This is an optimization exercise on Yosys and OpenROAD, whose aim is small area, a short achievable clock period and few clock cycles, not a production implementation.
Function was checked by simulation only, so behaviour that the tests miss may differ from the original.
Power is estimated from default activity; no workload was simulated.

`design/flow/config.mk`:
```
export PLATFORM = sky130hd
export DESIGN_NAME = projeto
export DESIGN_NICKNAME = projeto
export VERILOG_FILES = /design/flow/design.v
export SDC_FILE = /design/flow/constraint.sdc
export NUM_CORES = 4
export LEC_CHECK = 0
export CAP_MARGIN = 20
export CORE_MARGIN = 2
export CORE_UTILIZATION = 40
export SLEW_MARGIN = 20
```
`design/flow/constraint.sdc`:
```
create_clock -name core_clock -period 9.5 [get_ports {ck}]
set_input_delay 1.9000 -clock core_clock [delete_from_list [all_inputs] [get_ports {ck}]]
set_output_delay 1.9000 -clock core_clock [all_outputs]
set_load 0.01 [all_outputs]
```
`design/flow/design.v`:
```
module mac(
    input [15:0] m,
    input [15:0] x,
    input [15:0] k,
    output [15:0] ra,
    output [15:0] rb,
    output hi,
    output po,
    output [3:0] pl
);
    wire pp_0_0 = m[0] & x[0];
    wire pp_0_1 = m[0] & x[1];
    wire pp_0_2 = m[0] & x[2];
    wire pp_0_3 = m[0] & x[3];
    wire pp_0_4 = m[0] & x[4];
    wire pp_0_5 = m[0] & x[5];
    wire pp_0_6 = m[0] & x[6];
    wire pp_0_7 = m[0] & x[7];
    wire pp_0_8 = m[0] & x[8];
    wire pp_0_9 = m[0] & x[9];
    wire pp_0_10 = m[0] & x[10];
    wire pp_0_11 = m[0] & x[11];
    wire pp_0_12 = m[0] & x[12];
    wire pp_0_13 = m[0] & x[13];
    wire pp_0_14 = m[0] & x[14];
    wire pp_0_15 = m[0] & x[15];
    wire pp_1_0 = m[1] & x[0];
    wire pp_1_1 = m[1] & x[1];
    wire pp_1_2 = m[1] & x[2];
    wire pp_1_3 = m[1] & x[3];
    wire pp_1_4 = m[1] & x[4];
    wire pp_1_5 = m[1] & x[5];
    wire pp_1_6 = m[1] & x[6];
    wire pp_1_7 = m[1] & x[7];
    wire pp_1_8 = m[1] & x[8];
    wire pp_1_9 = m[1] & x[9];
    wire pp_1_10 = m[1] & x[10];
    wire pp_1_11 = m[1] & x[11];
    wire pp_1_12 = m[1] & x[12];
    wire pp_1_13 = m[1] & x[13];
    wire pp_1_14 = m[1] & x[14];
    wire pp_2_0 = m[2] & x[0];
    wire pp_2_1 = m[2] & x[1];
    wire pp_2_2 = m[2] & x[2];
    wire pp_2_3 = m[2] & x[3];
    wire pp_2_4 = m[2] & x[4];
    wire pp_2_5 = m[2] & x[5];
    wire pp_2_6 = m[2] & x[6];
    wire pp_2_7 = m[2] & x[7];
    wire pp_2_8 = m[2] & x[8];
    wire pp_2_9 = m[2] & x[9];
    wire pp_2_10 = m[2] & x[10];
    wire pp_2_11 = m[2] & x[11];
    wire pp_2_12 = m[2] & x[12];
    wire pp_2_13 = m[2] & x[13];
    wire pp_3_0 = m[3] & x[0];
    wire pp_3_1 = m[3] & x[1];
    wire pp_3_2 = m[3] & x[2];
    wire pp_3_3 = m[3] & x[3];
    wire pp_3_4 = m[3] & x[4];
    wire pp_3_5 = m[3] & x[5];
    wire pp_3_6 = m[3] & x[6];
    wire pp_3_7 = m[3] & x[7];
    wire pp_3_8 = m[3] & x[8];
    wire pp_3_9 = m[3] & x[9];
    wire pp_3_10 = m[3] & x[10];
    wire pp_3_11 = m[3] & x[11];
    wire pp_3_12 = m[3] & x[12];
    wire pp_4_0 = m[4] & x[0];
    wire pp_4_1 = m[4] & x[1];
    wire pp_4_2 = m[4] & x[2];
    wire pp_4_3 = m[4] & x[3];
    wire pp_4_4 = m[4] & x[4];
    wire pp_4_5 = m[4] & x[5];
    wire pp_4_6 = m[4] & x[6];
    wire pp_4_7 = m[4] & x[7];
    wire pp_4_8 = m[4] & x[8];
    wire pp_4_9 = m[4] & x[9];
    wire pp_4_10 = m[4] & x[10];
    wire pp_4_11 = m[4] & x[11];
    wire pp_5_0 = m[5] & x[0];
    wire pp_5_1 = m[5] & x[1];
    wire pp_5_2 = m[5] & x[2];
    wire pp_5_3 = m[5] & x[3];
    wire pp_5_4 = m[5] & x[4];
    wire pp_5_5 = m[5] & x[5];
    wire pp_5_6 = m[5] & x[6];
    wire pp_5_7 = m[5] & x[7];
    wire pp_5_8 = m[5] & x[8];
    wire pp_5_9 = m[5] & x[9];
    wire pp_5_10 = m[5] & x[10];
    wire pp_6_0 = m[6] & x[0];
    wire pp_6_1 = m[6] & x[1];
    wire pp_6_2 = m[6] & x[2];
    wire pp_6_3 = m[6] & x[3];
    wire pp_6_4 = m[6] & x[4];
    wire pp_6_5 = m[6] & x[5];
    wire pp_6_6 = m[6] & x[6];
    wire pp_6_7 = m[6] & x[7];
    wire pp_6_8 = m[6] & x[8];
    wire pp_6_9 = m[6] & x[9];
    wire pp_7_0 = m[7] & x[0];
    wire pp_7_1 = m[7] & x[1];
    wire pp_7_2 = m[7] & x[2];
    wire pp_7_3 = m[7] & x[3];
    wire pp_7_4 = m[7] & x[4];
    wire pp_7_5 = m[7] & x[5];
    wire pp_7_6 = m[7] & x[6];
    wire pp_7_7 = m[7] & x[7];
    wire pp_7_8 = m[7] & x[8];
    wire pp_8_0 = m[8] & x[0];
    wire pp_8_1 = m[8] & x[1];
    wire pp_8_2 = m[8] & x[2];
    wire pp_8_3 = m[8] & x[3];
    wire pp_8_4 = m[8] & x[4];
    wire pp_8_5 = m[8] & x[5];
    wire pp_8_6 = m[8] & x[6];
    wire pp_8_7 = m[8] & x[7];
    wire pp_9_0 = m[9] & x[0];
    wire pp_9_1 = m[9] & x[1];
    wire pp_9_2 = m[9] & x[2];
    wire pp_9_3 = m[9] & x[3];
    wire pp_9_4 = m[9] & x[4];
    wire pp_9_5 = m[9] & x[5];
    wire pp_9_6 = m[9] & x[6];
    wire pp_10_0 = m[10] & x[0];
    wire pp_10_1 = m[10] & x[1];
    wire pp_10_2 = m[10] & x[2];
    wire pp_10_3 = m[10] & x[3];
    wire pp_10_4 = m[10] & x[4];
    wire pp_10_5 = m[10] & x[5];
    wire pp_11_0 = m[11] & x[0];
    wire pp_11_1 = m[11] & x[1];
    wire pp_11_2 = m[11] & x[2];
    wire pp_11_3 = m[11] & x[3];
    wire pp_11_4 = m[11] & x[4];
    wire pp_12_0 = m[12] & x[0];
    wire pp_12_1 = m[12] & x[1];
    wire pp_12_2 = m[12] & x[2];
    wire pp_12_3 = m[12] & x[3];
    wire pp_13_0 = m[13] & x[0];
    wire pp_13_1 = m[13] & x[1];
    wire pp_13_2 = m[13] & x[2];
    wire pp_14_0 = m[14] & x[0];
    wire pp_14_1 = m[14] & x[1];
    wire pp_15_0 = m[15] & x[0];
    wire s1 = k[1] ^ pp_0_1 ^ pp_1_0;
    wire c2 = (k[1] & pp_0_1) | (k[1] & pp_1_0) | (pp_0_1 & pp_1_0);
    wire s3 = k[2] ^ pp_0_2 ^ pp_1_1;
    wire c4 = (k[2] & pp_0_2) | (k[2] & pp_1_1) | (pp_0_2 & pp_1_1);
    wire s5 = pp_2_0 ^ c2 ^ s3;
    wire c6 = (pp_2_0 & c2) | (pp_2_0 & s3) | (c2 & s3);
    wire s7 = k[3] ^ pp_0_3 ^ pp_1_2;
    wire c8 = (k[3] & pp_0_3) | (k[3] & pp_1_2) | (pp_0_3 & pp_1_2);
    wire s9 = pp_2_1 ^ pp_3_0 ^ c4;
    wire c10 = (pp_2_1 & pp_3_0) | (pp_2_1 & c4) | (pp_3_0 & c4);
    wire s11 = s7 ^ c6 ^ s9;
    wire c12 = (s7 & c6) | (s7 & s9) | (c6 & s9);
    wire s13 = k[4] ^ pp_0_4 ^ pp_1_3;
    wire c14 = (k[4] & pp_0_4) | (k[4] & pp_1_3) | (pp_0_4 & pp_1_3);
    wire s15 = pp_2_2 ^ pp_3_1 ^ pp_4_0;
    wire c16 = (pp_2_2 & pp_3_1) | (pp_2_2 & pp_4_0) | (pp_3_1 & pp_4_0);
    wire s17 = c8 ^ s13 ^ s15;
    wire c18 = (c8 & s13) | (c8 & s15) | (s13 & s15);
    wire s19 = c10 ^ s17 ^ c12;
    wire c20 = (c10 & s17) | (c10 & c12) | (s17 & c12);
    wire s21 = k[5] ^ pp_0_5 ^ pp_1_4;
    wire c22 = (k[5] & pp_0_5) | (k[5] & pp_1_4) | (pp_0_5 & pp_1_4);
    wire s23 = pp_2_3 ^ pp_3_2 ^ pp_4_1;
    wire c24 = (pp_2_3 & pp_3_2) | (pp_2_3 & pp_4_1) | (pp_3_2 & pp_4_1);
    wire s25 = pp_5_0 ^ c14 ^ c16;
    wire c26 = (pp_5_0 & c14) | (pp_5_0 & c16) | (c14 & c16);
    wire s27 = s21 ^ s23 ^ c18;
    wire c28 = (s21 & s23) | (s21 & c18) | (s23 & c18);
    wire s29 = s25 ^ s27 ^ c20;
    wire c30 = (s25 & s27) | (s25 & c20) | (s27 & c20);
    wire s31 = k[6] ^ pp_0_6 ^ pp_1_5;
    wire c32 = (k[6] & pp_0_6) | (k[6] & pp_1_5) | (pp_0_6 & pp_1_5);
    wire s33 = pp_2_4 ^ pp_3_3 ^ pp_4_2;
    wire c34 = (pp_2_4 & pp_3_3) | (pp_2_4 & pp_4_2) | (pp_3_3 & pp_4_2);
    wire s35 = pp_5_1 ^ pp_6_0 ^ c22;
    wire c36 = (pp_5_1 & pp_6_0) | (pp_5_1 & c22) | (pp_6_0 & c22);
    wire s37 = c24 ^ s31 ^ s33;
    wire c38 = (c24 & s31) | (c24 & s33) | (s31 & s33);
    wire s39 = c26 ^ s35 ^ s37;
    wire c40 = (c26 & s35) | (c26 & s37) | (s35 & s37);
    wire s41 = c28 ^ s39;
    wire c42 = c28 & s39;
    wire s43 = k[7] ^ pp_0_7 ^ pp_1_6;
    wire c44 = (k[7] & pp_0_7) | (k[7] & pp_1_6) | (pp_0_7 & pp_1_6);
    wire s45 = pp_2_5 ^ pp_3_4 ^ pp_4_3;
    wire c46 = (pp_2_5 & pp_3_4) | (pp_2_5 & pp_4_3) | (pp_3_4 & pp_4_3);
    wire s47 = pp_5_2 ^ pp_6_1 ^ pp_7_0;
    wire c48 = (pp_5_2 & pp_6_1) | (pp_5_2 & pp_7_0) | (pp_6_1 & pp_7_0);
    wire s49 = c32 ^ c34 ^ s43;
    wire c50 = (c32 & c34) | (c32 & s43) | (c34 & s43);
    wire s51 = s45 ^ s47 ^ c36;
    wire c52 = (s45 & s47) | (s45 & c36) | (s47 & c36);
    wire s53 = c38 ^ s49 ^ s51;
    wire c54 = (c38 & s49) | (c38 & s51) | (s49 & s51);
    wire s55 = c40 ^ c42 ^ s53;
    wire c56 = (c40 & c42) | (c40 & s53) | (c42 & s53);
    wire s57 = k[8] ^ pp_0_8 ^ pp_1_7;
    wire c58 = (k[8] & pp_0_8) | (k[8] & pp_1_7) | (pp_0_8 & pp_1_7);
    wire s59 = pp_2_6 ^ pp_3_5 ^ pp_4_4;
    wire c60 = (pp_2_6 & pp_3_5) | (pp_2_6 & pp_4_4) | (pp_3_5 & pp_4_4);
    wire s61 = pp_5_3 ^ pp_6_2 ^ pp_7_1;
    wire c62 = (pp_5_3 & pp_6_2) | (pp_5_3 & pp_7_1) | (pp_6_2 & pp_7_1);
    wire s63 = pp_8_0 ^ c44 ^ c46;
    wire c64 = (pp_8_0 & c44) | (pp_8_0 & c46) | (c44 & c46);
    wire s65 = c48 ^ s57 ^ s59;
    wire c66 = (c48 & s57) | (c48 & s59) | (s57 & s59);
    wire s67 = s61 ^ c50 ^ s63;
    wire c68 = (s61 & c50) | (s61 & s63) | (c50 & s63);
    wire s69 = s65 ^ c52 ^ s67;
    wire c70 = (s65 & c52) | (s65 & s67) | (c52 & s67);
    wire s71 = c54 ^ s69 ^ c56;
    wire c72 = (c54 & s69) | (c54 & c56) | (s69 & c56);
    wire s73 = k[9] ^ pp_0_9 ^ pp_1_8;
    wire c74 = (k[9] & pp_0_9) | (k[9] & pp_1_8) | (pp_0_9 & pp_1_8);
    wire s75 = pp_2_7 ^ pp_3_6 ^ pp_4_5;
    wire c76 = (pp_2_7 & pp_3_6) | (pp_2_7 & pp_4_5) | (pp_3_6 & pp_4_5);
    wire s77 = pp_5_4 ^ pp_6_3 ^ pp_7_2;
    wire c78 = (pp_5_4 & pp_6_3) | (pp_5_4 & pp_7_2) | (pp_6_3 & pp_7_2);
    wire s79 = pp_8_1 ^ pp_9_0 ^ c58;
    wire c80 = (pp_8_1 & pp_9_0) | (pp_8_1 & c58) | (pp_9_0 & c58);
    wire s81 = c60 ^ c62 ^ s73;
    wire c82 = (c60 & c62) | (c60 & s73) | (c62 & s73);
    wire s83 = s75 ^ s77 ^ c64;
    wire c84 = (s75 & s77) | (s75 & c64) | (s77 & c64);
    wire s85 = c66 ^ s79 ^ s81;
    wire c86 = (c66 & s79) | (c66 & s81) | (s79 & s81);
    wire s87 = c68 ^ s83 ^ s85;
    wire c88 = (c68 & s83) | (c68 & s85) | (s83 & s85);
    wire s89 = c70 ^ s87;
    wire c90 = c70 & s87;
    wire s91 = k[10] ^ pp_0_10 ^ pp_10_0;
    wire c92 = (k[10] & pp_0_10) | (k[10] & pp_10_0) | (pp_0_10 & pp_10_0);
    wire s93 = pp_1_9 ^ pp_2_8 ^ pp_3_7;
    wire c94 = (pp_1_9 & pp_2_8) | (pp_1_9 & pp_3_7) | (pp_2_8 & pp_3_7);
    wire s95 = pp_4_6 ^ pp_5_5 ^ pp_6_4;
    wire c96 = (pp_4_6 & pp_5_5) | (pp_4_6 & pp_6_4) | (pp_5_5 & pp_6_4);
    wire s97 = pp_7_3 ^ pp_8_2 ^ pp_9_1;
    wire c98 = (pp_7_3 & pp_8_2) | (pp_7_3 & pp_9_1) | (pp_8_2 & pp_9_1);
    wire s99 = c74 ^ c76 ^ c78;
    wire c100 = (c74 & c76) | (c74 & c78) | (c76 & c78);
    wire s101 = s91 ^ s93 ^ s95;
    wire c102 = (s91 & s93) | (s91 & s95) | (s93 & s95);
    wire s103 = s97 ^ c80 ^ c82;
    wire c104 = (s97 & c80) | (s97 & c82) | (c80 & c82);
    wire s105 = s99 ^ s101 ^ c84;
    wire c106 = (s99 & s101) | (s99 & c84) | (s101 & c84);
    wire s107 = c86 ^ s103 ^ s105;
    wire c108 = (c86 & s103) | (c86 & s105) | (s103 & s105);
    wire s109 = c88 ^ c90 ^ s107;
    wire c110 = (c88 & c90) | (c88 & s107) | (c90 & s107);
    wire s111 = k[11] ^ pp_0_11 ^ pp_10_1;
    wire c112 = (k[11] & pp_0_11) | (k[11] & pp_10_1) | (pp_0_11 & pp_10_1);
    wire s113 = pp_11_0 ^ pp_1_10 ^ pp_2_9;
    wire c114 = (pp_11_0 & pp_1_10) | (pp_11_0 & pp_2_9) | (pp_1_10 & pp_2_9);
    wire s115 = pp_3_8 ^ pp_4_7 ^ pp_5_6;
    wire c116 = (pp_3_8 & pp_4_7) | (pp_3_8 & pp_5_6) | (pp_4_7 & pp_5_6);
    wire s117 = pp_6_5 ^ pp_7_4 ^ pp_8_3;
    wire c118 = (pp_6_5 & pp_7_4) | (pp_6_5 & pp_8_3) | (pp_7_4 & pp_8_3);
    wire s119 = pp_9_2 ^ c92 ^ c94;
    wire c120 = (pp_9_2 & c92) | (pp_9_2 & c94) | (c92 & c94);
    wire s121 = c96 ^ c98 ^ s111;
    wire c122 = (c96 & c98) | (c96 & s111) | (c98 & s111);
    wire s123 = s113 ^ s115 ^ s117;
    wire c124 = (s113 & s115) | (s113 & s117) | (s115 & s117);
    wire s125 = c100 ^ c102 ^ s119;
    wire c126 = (c100 & c102) | (c100 & s119) | (c102 & s119);
    wire s127 = s121 ^ s123 ^ c104;
    wire c128 = (s121 & s123) | (s121 & c104) | (s123 & c104);
    wire s129 = s125 ^ c106 ^ s127;
    wire c130 = (s125 & c106) | (s125 & s127) | (c106 & s127);
    wire s131 = c108 ^ s129 ^ c110;
    wire c132 = (c108 & s129) | (c108 & c110) | (s129 & c110);
    wire s133 = k[12] ^ pp_0_12 ^ pp_10_2;
    wire c134 = (k[12] & pp_0_12) | (k[12] & pp_10_2) | (pp_0_12 & pp_10_2);
    wire s135 = pp_11_1 ^ pp_12_0 ^ pp_1_11;
    wire c136 = (pp_11_1 & pp_12_0) | (pp_11_1 & pp_1_11) | (pp_12_0 & pp_1_11);
    wire s137 = pp_2_10 ^ pp_3_9 ^ pp_4_8;
    wire c138 = (pp_2_10 & pp_3_9) | (pp_2_10 & pp_4_8) | (pp_3_9 & pp_4_8);
    wire s139 = pp_5_7 ^ pp_6_6 ^ pp_7_5;
    wire c140 = (pp_5_7 & pp_6_6) | (pp_5_7 & pp_7_5) | (pp_6_6 & pp_7_5);
    wire s141 = pp_8_4 ^ pp_9_3 ^ c112;
    wire c142 = (pp_8_4 & pp_9_3) | (pp_8_4 & c112) | (pp_9_3 & c112);
    wire s143 = c114 ^ c116 ^ c118;
    wire c144 = (c114 & c116) | (c114 & c118) | (c116 & c118);
    wire s145 = s133 ^ s135 ^ s137;
    wire c146 = (s133 & s135) | (s133 & s137) | (s135 & s137);
    wire s147 = s139 ^ c120 ^ c122;
    wire c148 = (s139 & c120) | (s139 & c122) | (c120 & c122);
    wire s149 = c124 ^ s141 ^ s143;
    wire c150 = (c124 & s141) | (c124 & s143) | (s141 & s143);
    wire s151 = s145 ^ c126 ^ s147;
    wire c152 = (s145 & c126) | (s145 & s147) | (c126 & s147);
    wire s153 = s149 ^ c128 ^ s151;
    wire c154 = (s149 & c128) | (s149 & s151) | (c128 & s151);
    wire s155 = c130 ^ s153;
    wire c156 = c130 & s153;
    wire s157 = k[13] ^ pp_0_13 ^ pp_10_3;
    wire c158 = (k[13] & pp_0_13) | (k[13] & pp_10_3) | (pp_0_13 & pp_10_3);
    wire s159 = pp_11_2 ^ pp_12_1 ^ pp_13_0;
    wire c160 = (pp_11_2 & pp_12_1) | (pp_11_2 & pp_13_0) | (pp_12_1 & pp_13_0);
    wire s161 = pp_1_12 ^ pp_2_11 ^ pp_3_10;
    wire c162 = (pp_1_12 & pp_2_11) | (pp_1_12 & pp_3_10) | (pp_2_11 & pp_3_10);
    wire s163 = pp_4_9 ^ pp_5_8 ^ pp_6_7;
    wire c164 = (pp_4_9 & pp_5_8) | (pp_4_9 & pp_6_7) | (pp_5_8 & pp_6_7);
    wire s165 = pp_7_6 ^ pp_8_5 ^ pp_9_4;
    wire c166 = (pp_7_6 & pp_8_5) | (pp_7_6 & pp_9_4) | (pp_8_5 & pp_9_4);
    wire s167 = c134 ^ c136 ^ c138;
    wire c168 = (c134 & c136) | (c134 & c138) | (c136 & c138);
    wire s169 = c140 ^ s157 ^ s159;
    wire c170 = (c140 & s157) | (c140 & s159) | (s157 & s159);
    wire s171 = s161 ^ s163 ^ s165;
    wire c172 = (s161 & s163) | (s161 & s165) | (s163 & s165);
    wire s173 = c142 ^ c144 ^ c146;
    wire c174 = (c142 & c144) | (c142 & c146) | (c144 & c146);
    wire s175 = s167 ^ s169 ^ s171;
    wire c176 = (s167 & s169) | (s167 & s171) | (s169 & s171);
    wire s177 = c148 ^ c150 ^ s173;
    wire c178 = (c148 & c150) | (c148 & s173) | (c150 & s173);
    wire s179 = s175 ^ c152 ^ s177;
    wire c180 = (s175 & c152) | (s175 & s177) | (c152 & s177);
    wire s181 = c154 ^ s179 ^ c156;
    wire c182 = (c154 & s179) | (c154 & c156) | (s179 & c156);
    wire s183 = k[14] ^ pp_0_14 ^ pp_10_4;
    wire c184 = (k[14] & pp_0_14) | (k[14] & pp_10_4) | (pp_0_14 & pp_10_4);
    wire s185 = pp_11_3 ^ pp_12_2 ^ pp_13_1;
    wire c186 = (pp_11_3 & pp_12_2) | (pp_11_3 & pp_13_1) | (pp_12_2 & pp_13_1);
    wire s187 = pp_14_0 ^ pp_1_13 ^ pp_2_12;
    wire c188 = (pp_14_0 & pp_1_13) | (pp_14_0 & pp_2_12) | (pp_1_13 & pp_2_12);
    wire s189 = pp_3_11 ^ pp_4_10 ^ pp_5_9;
    wire c190 = (pp_3_11 & pp_4_10) | (pp_3_11 & pp_5_9) | (pp_4_10 & pp_5_9);
    wire s191 = pp_6_8 ^ pp_7_7 ^ pp_8_6;
    wire c192 = (pp_6_8 & pp_7_7) | (pp_6_8 & pp_8_6) | (pp_7_7 & pp_8_6);
    wire s193 = pp_9_5 ^ c158 ^ c160;
    wire c194 = (pp_9_5 & c158) | (pp_9_5 & c160) | (c158 & c160);
    wire s195 = c162 ^ c164 ^ c166;
    wire c196 = (c162 & c164) | (c162 & c166) | (c164 & c166);
    wire s197 = s183 ^ s185 ^ s187;
    wire c198 = (s183 & s185) | (s183 & s187) | (s185 & s187);
    wire s199 = s189 ^ s191 ^ c168;
    wire c200 = (s189 & s191) | (s189 & c168) | (s191 & c168);
    wire s201 = c170 ^ c172 ^ s193;
    wire c202 = (c170 & c172) | (c170 & s193) | (c172 & s193);
    wire s203 = s195 ^ s197 ^ c174;
    wire c204 = (s195 & s197) | (s195 & c174) | (s197 & c174);
    wire s205 = s199 ^ c176 ^ s201;
    wire c206 = (s199 & c176) | (s199 & s201) | (c176 & s201);
    wire s207 = c178 ^ s203 ^ s205;
    wire c208 = (c178 & s203) | (c178 & s205) | (s203 & s205);
    wire s209 = c180 ^ s207;
    wire c210 = c180 & s207;
    wire s211 = k[15] ^ pp_0_15 ^ pp_10_5;
    wire c212 = (k[15] & pp_0_15) | (k[15] & pp_10_5) | (pp_0_15 & pp_10_5);
    wire s213 = pp_11_4 ^ pp_12_3 ^ pp_13_2;
    wire c214 = (pp_11_4 & pp_12_3) | (pp_11_4 & pp_13_2) | (pp_12_3 & pp_13_2);
    wire s215 = pp_14_1 ^ pp_15_0 ^ pp_1_14;
    wire c216 = (pp_14_1 & pp_15_0) | (pp_14_1 & pp_1_14) | (pp_15_0 & pp_1_14);
    wire s217 = pp_2_13 ^ pp_3_12 ^ pp_4_11;
    wire c218 = (pp_2_13 & pp_3_12) | (pp_2_13 & pp_4_11) | (pp_3_12 & pp_4_11);
    wire s219 = pp_5_10 ^ pp_6_9 ^ pp_7_8;
    wire c220 = (pp_5_10 & pp_6_9) | (pp_5_10 & pp_7_8) | (pp_6_9 & pp_7_8);
    wire s221 = pp_8_7 ^ pp_9_6 ^ c184;
    wire c222 = (pp_8_7 & pp_9_6) | (pp_8_7 & c184) | (pp_9_6 & c184);
    wire s223 = c186 ^ c188 ^ c190;
    wire c224 = (c186 & c188) | (c186 & c190) | (c188 & c190);
    wire s225 = c192 ^ s211 ^ s213;
    wire c226 = (c192 & s211) | (c192 & s213) | (s211 & s213);
    wire s227 = s215 ^ s217 ^ s219;
    wire c228 = (s215 & s217) | (s215 & s219) | (s217 & s219);
    wire s229 = c194 ^ c196 ^ c198;
    wire c230 = (c194 & c196) | (c194 & c198) | (c196 & c198);
    wire s231 = s221 ^ s223 ^ s225;
    wire c232 = (s221 & s223) | (s221 & s225) | (s223 & s225);
    wire s233 = s227 ^ c200 ^ c202;
    wire c234 = (s227 & c200) | (s227 & c202) | (c200 & c202);
    wire s235 = s229 ^ s231 ^ c204;
    wire c236 = (s229 & s231) | (s229 & c204) | (s231 & c204);
    wire s237 = c206 ^ s233 ^ s235;
    wire c238 = (c206 & s233) | (c206 & s235) | (s233 & s235);
    wire s239 = c208 ^ c210 ^ s237;
    wire c240 = (c208 & c210) | (c208 & s237) | (c210 & s237);
    assign ra = {s239, s209, s181, s155, s131, s109, s89, s71, s55, s41, s29, s19, s11, s5, s1, k[0]};
    assign rb = {1'b0, c182, 1'b0, c132, 1'b0, 1'b0, c72, 1'b0, 1'b0, c30, 1'b0, 1'b0, 1'b0, 1'b0, 1'b0, pp_0_0};
    assign hi = (m[1] & (|x[15:15])) | (m[2] & (|x[15:14])) | (m[3] & (|x[15:13])) | (m[4] & (|x[15:12])) | (m[5] & (|x[15:11])) | (m[6] & (|x[15:10])) | (m[7] & (|x[15:9])) | (m[8] & (|x[15:8])) | (m[9] & (|x[15:7])) | (m[10] & (|x[15:6])) | (m[11] & (|x[15:5])) | (m[12] & (|x[15:4])) | (m[13] & (|x[15:3])) | (m[14] & (|x[15:2])) | (m[15] & (|x[15:1]));
    assign po = c212 | c214 | c216 | c218 | c220 | c222 | c224 | c226 | c228;
    assign pl = {c230 | c232, c234 | c236, c238, c240};
endmodule
module projeto(
    input ck,
    input inicio,
    input rst,
    input [15:0] X,
    input [15:0] A,
    input [15:0] B,
    input [15:0] C,
    output pronto,
    output overflow,
    output [15:0] resultado
);
    reg busy, pr, ov, qh;
    reg [15:0] qa, qb;
    reg [3:0] ql;
    wire [16:0] v = qa + qb;
    wire vo = ov | qh | (|ql) | v[16];
    wire [15:0] m = busy ? v[15:0] : A;
    wire [15:0] k = busy ? C : B;
    wire [15:0] ra, rb;
    wire [3:0] pl;
    wire hi, po;
    mac u(.m(m), .x(X), .k(k), .ra(ra), .rb(rb), .hi(hi), .po(po), .pl(pl));
    always @(posedge ck) begin
        qa <= ra;
        qb <= rb;
        qh <= hi;
        ql <= pl;
        ov <= po | (busy & vo);
        if (rst) begin
            busy <= 1'b0;
            pr   <= 1'b0;
        end else begin
            busy <= ~busy & inicio;
            pr   <= busy;
        end
    end
    assign pronto = pr;
    assign resultado = v[15:0];
    assign overflow = vo;
endmodule
```
`design/flow/flow/run.sh`:
```
#!/bin/bash
# The standard layout (standard.sh) with three changes:
#  - synthesis skips Yosys's early "abc -fast" (SYNTH_ARGS=-noabc), so the
#    explicit full-adder tree of the RTL maps straight onto full-adder cells;
#  - extract_fa looks for full adders only (flow/synth_fa.tcl), so the
#    carry-propagate adder is left to abc instead of chains of half adders;
#  - port buffers use the smallest buffer.
# Registers and their names are the same as in the standard synthesis.
set -euo pipefail
export SYNTH_ARGS="-noabc"
export BUFFER_PORTS_ARGS="-buffer_cell sky130_fd_sc_hd__buf_1"
sed "s#SYNTH_SCRIPT=[^ ]*#SYNTH_SCRIPT=$PWD/flow/synth_fa.tcl#" standard.sh > standard_fa.sh
grep -q "SYNTH_SCRIPT=$PWD/flow/synth_fa.tcl" standard_fa.sh
bash standard_fa.sh > standard.log 2>&1
```
`design/flow/flow/synth_fa.tcl`:
```
proc synth {args} { yosys synth -nofsm -noshare {*}$args }
proc extract_fa {args} { yosys extract_fa -fa }
source $::env(SCRIPTS_DIR)/synth.tcl
# left out here: clear keep_hierarchy, flatten, clean up, hide names made inside functions, write 1_2_yosys.v
```
`design/flow/standard.sh`:
```
#!/bin/bash
# synth_recipe.tcl (not shown) runs the flow's synth.tcl, then flattens the netlist and writes it again
# the make line also repeats each setting of config.mk as NAME=value (left out here)
make -C /OpenROAD-flow-scripts/flow DESIGN_CONFIG=/design/flow/config.mk WORK_HOME=/design/flow/orfs CLKGATE_MAP_FILE= SYNTH_SCRIPT=/design/flow/synth_recipe.tcl "${@:-finish}"
```
==> impl_metrics.tcl <==
set metrics [dict create \
    port_buffers 84 \
    synth_area_sq_um 5310 \
    dr.max_layer_used "met4" \
    synthXorXnorAreaFrac_pct 3.30 \
    p_per_area_nw_per_um2 328 \
    setup_viol_count_final 0 \
    wl_met1_mm 6.54 \
    stdcell_count 750 \
    die_y_microns 119 \
    fillerInstances 1286 \
    p_int_mw 1.00 \
    leakage_nw 2.23 \
    rows 42 \
    postCtsHoldBufs 0 \
    crit_required_ns 9.66 \
    hold_depth 2 \
    worst_pin_slew_ns 0.949 \
    p_sw_mw 0.926 \
    path_max_fanout 13 \
    cts_sinks 29 \
    die-area_sq_um 14200 \
    ys_seq_area_share_pct 10.9 \
    grt_pass1_vias 4529 \
    tns_ns 0 \
    wl_per_cell_microns 20.7 \
    hold_violations 0 \
    ios 85 \
    grt_max_degree 30 \
    clock_skew_ns 0.00466 \
    status "timing/DRC/antenna clean" \
    start_util_pct 40.6 \
    cts_tree "yes" \
    p_sw_share_pct 48.0 \
    arrival_ns 6.33 \
    ctsResizeCount 0 \
    cts_buffer_depth 2 \
    area_growth_pct 10.7 \
    num_vias 4065 \
    hold_start "ov" \
    ys_async_sr_fraction_pct 0 \
    htreeDepth 2 \
    r2r_end "qa[15]" \
    synth-compound-area-share_pct 7.16 \
    yosysWarnings 1 \
    layout.area.seq_sq_um 582 \
    path_class "in2reg" \
    relSlewSlack_pct 36.8 \
    max_freq_ghz 0.162 \
    core_area_sq_um 13100 \
    whs_ns 0.535 \
    ys.flop_type "dfxtp_1" \
    place_inst 742 \
    period_needed_ns 6.17 \
    place.gp.congestion 0.886 \
    synth_edf_count 0 \
    path_clk_slew_ns 0.05 \
    routed_wl_mm 15.5 \
    synth_top_family_by_area "adder cells" \
    grt_pass1_wl_mm 24.8 \
    dp_hpwl_mm 12.0 \
    p_clk_share_pct 9.8 \
    track_usage_pct 23.1 \
    rrSetupSlack_ns 3.84 \
    drtAntennaViolNets 0 \
    multi_input_area_sq_um 4510 \
    die_x_microns 119 \
    drive_gt1_share_pct 8.01 \
    antennaDiodeCount 0 \
    met3_wirelength_mm 1.14 \
    final_common_cell "fa_1" \
    synth_nets 694 \
    synth.mux.area_fraction_pct 4.73 \
    final_nets 756 \
    min_period_over_period_pct 65.0 \
    r2r_start "busy" \
    antenna_found_initial 0 \
    comb_power_share_pct 75.7 \
    final_cell_mix "116 x fa_1, 84 x buf_1, 82 x nor2b_1" \
    grt_setup_unrepaired "no" \
    worst_ir_drop_vdd_v 0.000331 \
    r2r_cells 13 \
    drc 0 \
    holdPathEnd "ov" \
    clk_latency_ns 0.28 \
    yosys_register_bits 29 \
    endpoint_kind "flop" \
    syn_avg_cell_area_sq_um 10.4 \
    drt_pre_antenna_iters 6 \
    synthAdderAreaFrac_pct 43.9 \
    worst_setup_path_start_kind "primary input" \
    ys_types 60 \
    drt_iter0_drc 228 \
    cts-root-buf "clkbuf_16" \
    grt_overflow 0 \
    maxCapViolations 0 \
    seq_power_share_pct 14.4 \
    synth-simple-area-share_pct 25.8 \
    hp-class "reg2reg" \
    slew_viol_final 0 \
    viasPerCell 5.42 \
    cts_buffers 5 \
    syn-instance-count 511 \
    cts_setup_buffers 0 \
    wl_met2_mm 7.43 \
]
==> metal layers <==
metal	track usage, %	vias up
li1	-	1792
met1	30.3	2064
met2	38.5	175
met3	5.22	34
met4	6.92	0
met5	0	-
==> synthesized netlist by cell type (all sizes together), types with 2 or more instances <==
| cell type | count | share of area (%) |
|---|---|---|
| nor4 | 4 | 0.47 |
| buf | 18 | 2.4 |
| o31ai | 2 | 0.28 |
| nor2 | 29 | 2.0 |
| nor3 | 14 | 1.6 |
| nor3b | 3 | 0.42 |
| mux2i | 6 | 1.1 |
| xnor2 | 13 | 2.1 |
| fa | 116 | 44 |
| nand3 | 7 | 0.66 |
| and3 | 2 | 0.24 |
| a21oi | 10 | 1.2 |
| clkbuf | 18 | 1.3 |
| nand2 | 13 | 0.92 |
| a31oi | 2 | 0.64 |
| xor2 | 7 | 1.2 |
| dfxtp | 29 | 11 |
| a221oi | 2 | 0.33 |
| nand4b | 2 | 0.33 |
| a211oi | 6 | 1.2 |
| or2 | 3 | 0.35 |
| inv | 7 | 0.49 |
| o21ai | 6 | 0.57 |
| or3 | 3 | 0.35 |
| nor2b | 82 | 9.7 |
| and2 | 59 | 6.9 |
| o311ai | 2 | 0.33 |
| nand4 | 4 | 0.59 |
| or4 | 3 | 0.49 |
| nand2b | 3 | 0.35 |
| mux2 | 17 | 3.6 |
==> sequential cells by signal, summed over array words and instances (netlist names) <==
| name | flops |
|---|---|
| qa | 16 |
| qb | 5 |
| ql | 4 |
| busy | 1 |
| ov | 1 |
| pr | 1 |
| qh | 1 |
==> worst max-delay path: stages <==
cell    delay, ns
buf_1        0.16
nor2_1       0.09
nor2_1       0.66
and2_1       0.25
fa_1         0.46
fa_1         0.48
fa_1         0.47
fa_1         0.40
fa_1         0.47
fa_1         0.51
fa_1         0.48
==> cell type report <==
class / count / area share [%]
clock buffers: 7 / 2.43
clock inverters: 1 / 0.511
inverters: 7 / 0.447
multi-input cells: 439 / 76.7
flip-flops and latches: 29 / 9.90
well taps: 176 / 3.75
repair buffers: 91 / 6.26
==> power groups by stage <==
stage                     sequential [mW]  clock [mW]  combinational (mW)
after CTS                           0.278       0.190                1.49
after global placement              0.279           0                1.43
after global routing                0.286       0.196                1.69
after floorplan                     0.257           0                1.16
after detailed placement            0.281           0                1.48
final                               0.279       0.190                1.46
==> cell families (layout without fill, tap and decap cells) <==
| kind of cell | Yosys count | after routing |
|---|---|---|
| compound gates | 46 | 46 |
| xor+xnor | 20 | 20 |
| fa+ha+maj | 117 | 117 |
| flops | 29 | 29 |
| buf+inv | 43 | 106 |
| simple gates | 233 | 233 |
| mux | 23 | 23 |
==> through the flow <==
stage / setup WS (ns) / util (%) / total power, mW / cell area, sq um
after floorplan: 3.42 / - / 1.42 / 5310
after global placement: 3.23 / 43.6 / 1.71 / 5710
after detailed placement: 3.10 / 43.6 / 1.76 / 5710
after CTS: 3.36 / 44.9 / 1.96 / 5880
after global routing: 3.20 / 44.9 / 2.17 / 5880
final: 3.33 / 44.9 / 1.93 / 5880
==> worst max-delay path by stage <==
stage	from	endpoint	depth (start not counted)
global placement	A[2]	qa[15]	11
detailed placement	A[2]	qa[15]	11
CTS	A[2]	qa[15]	11
finish	A[2]	qa[15]	11
global route	A[2]	qa[15]	11
floorplan	A[4]	qa[15]	10
Testbench counts, summed over its fixed seeds: cycles 4,800.

[separate check: timing with driven ports]
The flow's constraints put no driver on any port. The routed layout listed below was extracted and timed again, unchanged, in two steps.
Step 1, drivers: a clkbuf_16 drives ck and a buf_2 each remaining input, both assumed.
Step 2 also shifts input and output timing later by t, the mid clock arrival at the registers, as if the neighbouring blocks saw the same clock.
Three values: ideal, step 1, step 2; two values: the first two.
t, ns: 0.318
setup slack, ns: 3.329 / 3.340 / 3.023
hold slack, ns: 0.535 / 0.535 / 0.535
After both steps this run still meets setup and hold. For this run, drivers alone change the setup slack by +0.011 ns; drivers and shift together by -0.306 ns.
